From an optimization exercise on the open Yosys and OpenROAD flow, aimed at small area and a short achievable clock period; shortcuts taken in it are not production practice. Where RTL was checked, it was by simulation tests only, not by an equivalence proof against the original. No activity file was given, so power comes from the tool's default toggle rates.

==> violet: inputs <==
// mul32_pipe
module mul32_pipe(clk, rst, in_valid, a, b, out_valid, p);
  input clk, rst, in_valid;
  input [31:0] a, b;
  output out_valid;
  output [63:0] p;
  reg [2:0] vpipe;
  always @(posedge clk)
    if (rst) vpipe <= 3'd0;
    else vpipe <= {vpipe[1:0], in_valid};
  assign out_valid = vpipe[2];
  reg [305:0] rk1;
  reg [136:0] rk2;
  reg [91:0] rk3;
  wire n1 = b[1] & ~b[0];
  wire n2 = b[2] ^ b[1];
  wire n3 = (b[3] & ~b[2] & ~b[1]) | (~b[3] & b[2] & b[1]);
  wire n4 = b[4] ^ b[3];
  wire n5 = (b[5] & ~b[4] & ~b[3]) | (~b[5] & b[4] & b[3]);
  wire n6 = b[6] ^ b[5];
  wire n7 = (b[7] & ~b[6] & ~b[5]) | (~b[7] & b[6] & b[5]);
  wire n8 = b[8] ^ b[7];
  wire n9 = (b[9] & ~b[8] & ~b[7]) | (~b[9] & b[8] & b[7]);
  wire n10 = b[10] ^ b[9];
  wire n11 = (b[11] & ~b[10] & ~b[9]) | (~b[11] & b[10] & b[9]);
  wire n12 = b[12] ^ b[11];
  wire n13 = (b[13] & ~b[12] & ~b[11]) | (~b[13] & b[12] & b[11]);
  wire n14 = b[14] ^ b[13];
  wire n15 = (b[15] & ~b[14] & ~b[13]) | (~b[15] & b[14] & b[13]);
  wire n16 = b[16] ^ b[15];
  wire n17 = (b[17] & ~b[16] & ~b[15]) | (~b[17] & b[16] & b[15]);
  wire n18 = b[18] ^ b[17];
  wire n19 = (b[19] & ~b[18] & ~b[17]) | (~b[19] & b[18] & b[17]);
  wire n20 = b[20] ^ b[19];
  wire n21 = (b[21] & ~b[20] & ~b[19]) | (~b[21] & b[20] & b[19]);
  wire n22 = b[22] ^ b[21];
  wire n23 = (b[23] & ~b[22] & ~b[21]) | (~b[23] & b[22] & b[21]);
  wire n24 = b[24] ^ b[23];
  wire n25 = (b[25] & ~b[24] & ~b[23]) | (~b[25] & b[24] & b[23]);
  wire n26 = b[26] ^ b[25];
  wire n27 = (b[27] & ~b[26] & ~b[25]) | (~b[27] & b[26] & b[25]);
  wire n28 = b[28] ^ b[27];
  wire n29 = (b[29] & ~b[28] & ~b[27]) | (~b[29] & b[28] & b[27]);
  wire n30 = b[30] ^ b[29];
  wire n31 = (b[31] & ~b[30] & ~b[29]) | (~b[31] & b[30] & b[29]);
  wire n32 = a[0] ^ b[1];
  wire n33 = a[1] ^ b[1];
  wire n34 = a[2] ^ b[1];
  wire n35 = a[3] ^ b[1];
  wire n36 = a[4] ^ b[1];
  wire n37 = a[5] ^ b[1];
  wire n38 = a[6] ^ b[1];
  wire n39 = a[7] ^ b[1];
  wire n40 = a[8] ^ b[1];
  wire n41 = a[9] ^ b[1];
  wire n42 = a[10] ^ b[1];
  wire n43 = a[11] ^ b[1];
  wire n44 = a[12] ^ b[1];
  wire n45 = a[13] ^ b[1];
  wire n46 = a[14] ^ b[1];
  wire n47 = a[15] ^ b[1];
  wire n48 = a[16] ^ b[1];
  wire n49 = a[17] ^ b[1];
  wire n50 = a[18] ^ b[1];
  wire n51 = a[19] ^ b[1];
  wire n52 = a[20] ^ b[1];
  wire n53 = a[21] ^ b[1];
  wire n54 = a[22] ^ b[1];
  ...
==> flow/config.mk <==
export PLATFORM = sky130hd
export DESIGN_NAME = mul32_pipe
export DESIGN_NICKNAME = mul32_pipe
export VERILOG_FILES = /design/flow/design.v
export SDC_FILE = /design/flow/constraint.sdc
export NUM_CORES = 4
export LEC_CHECK = 0
export ABC_AREA = 1
export CAP_MARGIN = 20
export CORE_MARGIN = 2
export CORE_UTILIZATION = 40
export SLEW_MARGIN = 20
export SYNTH_HIERARCHICAL = 1
==> flow/constraint.sdc <==
create_clock -name core_clock -period 2.5 [get_ports {clk}]
set_input_delay 0.5000 -clock core_clock [delete_from_list [all_inputs] [get_ports {clk}]]
set_output_delay 0.5000 -clock core_clock [all_outputs]
set_load 0.01 [all_outputs]
standard.sh (not shown) runs the stock make flow with config.mk's settings and CLKGATE_MAP_FILE= SYNTH_SCRIPT=/design/flow/synth_recipe.tcl, a recipe that flattens the netlist after the stock synthesis.
==> flow/flow/run.sh <==
#!/bin/bash
# Own layout flow: the standard ORFS flow (standard.sh), unchanged except that the
# port buffers that global placement inserts on every input and output use a plain buffer
# (buf_4) instead of the delay cell buffer_ports picks by default.
set -euo pipefail
export BUFFER_PORTS_ARGS="-buffer_cell sky130_fd_sc_hd__buf_4"
bash standard.sh finish > standard_flow.log 2>&1
==> juniper (differences from violet) <==
- SETUP_SLACK_MARGIN: unset -> 0.35
==> comparison <==
Of juniper and violet, juniper has the higher worst hold slack (gap 0.023 ns).
juniper went through all stages and came out clean. violet ran to the end with no violations.
Via count: juniper is lower than violet (1.1%).
In synthesized cell count, violet and juniper do not differ.
In synthesized area, violet and juniper do not differ.
Count of clock-buffer cells in the layout is the same in juniper and violet.
In violet the register-to-register slack is lower than in juniper, by 0.18 ns.
Sequential power is about the same in violet and juniper.
Of violet and juniper, juniper has the higher routed wire length (gap about 5.4%, measured against juniper).
==> figures <==
metric	juniper	violet
Maximum vdd drop	0.00100 V	0.000986 V
Run status	timing/DRC/antenna clean	timing/DRC/antenna clean
Number of cells in the design after placement	4858	4811
Internal power	35.7 mW	32.0 mW
Total half-perimeter wirelength after legalization and detailed placement	97600 um	90100 um
Net switching power	28.6 mW	26.0 mW
Nonclk buf count	507	430
Clock tree cell share of total cell area	4.33%	4.73%
Met1 global-route usage	36.1%	32.9%
GR met2 Demand/Resource	37.5%	37.8%
Clock power frac	14.5%	15.5%
Via count of the first global-routing pass	27500	27400
Unrepaired setup endpoints after global routing	true	false
WP buf/inv	3	1
Number of non-filler instances in the completed layout	4995	4918
Number of antenna violations at the first check in global routing	10	7
Via count	26200	26500
No functional check of the RTL was part of any run of this note.

==> run a: inputs <==
mul32_pipe, a different RTL version from the one above (not shown whole).
export LEC_CHECK = 0
export ABC_AREA = 1
export CAP_MARGIN = 20
export CORE_MARGIN = 2
export CORE_UTILIZATION = 55
export GPL_TIMING_DRIVEN = 0
export SLEW_MARGIN = 20
export SYNTH_HIERARCHICAL = 1
create_clock -name core_clock -period 2.5 [get_ports {clk}]
Scripts as last shown in full above: flow/flow/run.sh
==> inputs of run b, as changes to run a <==
Settings changed: CORE_UTILIZATION 55 to 40, GPL_TIMING_DRIVEN 0 to not set.
==> impl_results.md <==
- Status: timing/DRC/antenna clean
- WL final: approximately 130 mm
- RePlAce Congestion: 0.958
- Cts hold-fix bufs: 0
- VDD IR-drop max: around 1.1 mV
- Initial detailed-routing violation count: between 2000 and 3000
- Dpl hpwl: ~95 mm
[end of results for run b]
==> impl_results.md <==
- Final setup vio count: 20
- Setup WS post-layout: -0.0529 ns
- WL final: about 140 mm
- Layout check faults: negative setup slack
- Cts hold-fix bufs: 1
- Status: complete, but fails checks
[end of results for run a]

==> separate check: timing with driven ports <==
Ports are ideal in the flow. The routed layouts listed here were re-timed in OpenROAD. Step 1 (the two cells are an assumption about what drives the block):
set clk [get_ports {clk}]
set_driving_cell -lib_cell sky130_fd_sc_hd__clkbuf_16 $clk
set_driving_cell -lib_cell sky130_fd_sc_hd__buf_2 [delete_from_list [all_inputs] $clk]
Step 2 times the ports against the registers' clock, not the clock port: input delays grow and output delays shrink by t, the midpoint of the rising clock arrivals with the driver on. Three values: no drivers, after step 1, after step 2; two values: the first two.
| run | t (ns) | setup slack, ns | hold slack, ns | latest minus earliest clock arrival (ns) | slew at the worst register clock pin (ns) |
|---|---|---|---|---|---|
| violet | 0.693 | 0.168 / 0.168 / -0.382 | 0.053 / 0.010 / 0.327 | 0.042 / 0.041 | 0.07 / 0.07 |
| juniper | 0.707 | 0.342 / 0.273 / -0.300 | 0.076 / 0.033 / 0.326 | 0.039 / 0.039 | 0.08 / 0.08 |
| run a | 0.695 | -0.053 / -0.011 / -0.706 | 0.034 / -0.007 / 0.312 | 0.031 / 0.032 | 0.08 / 0.08 |
| run b | 0.696 | 0.075 / 0.075 / -0.403 | 0.036 / -0.004 / 0.326 | 0.017 / 0.017 | 0.06 / 0.06 |
Met with ideal ports but missed after step 2: setup timing in violet, juniper and run b. For run a, which loses most, drivers alone change the setup slack by +0.042 ns; drivers and shift together by -0.653 ns.
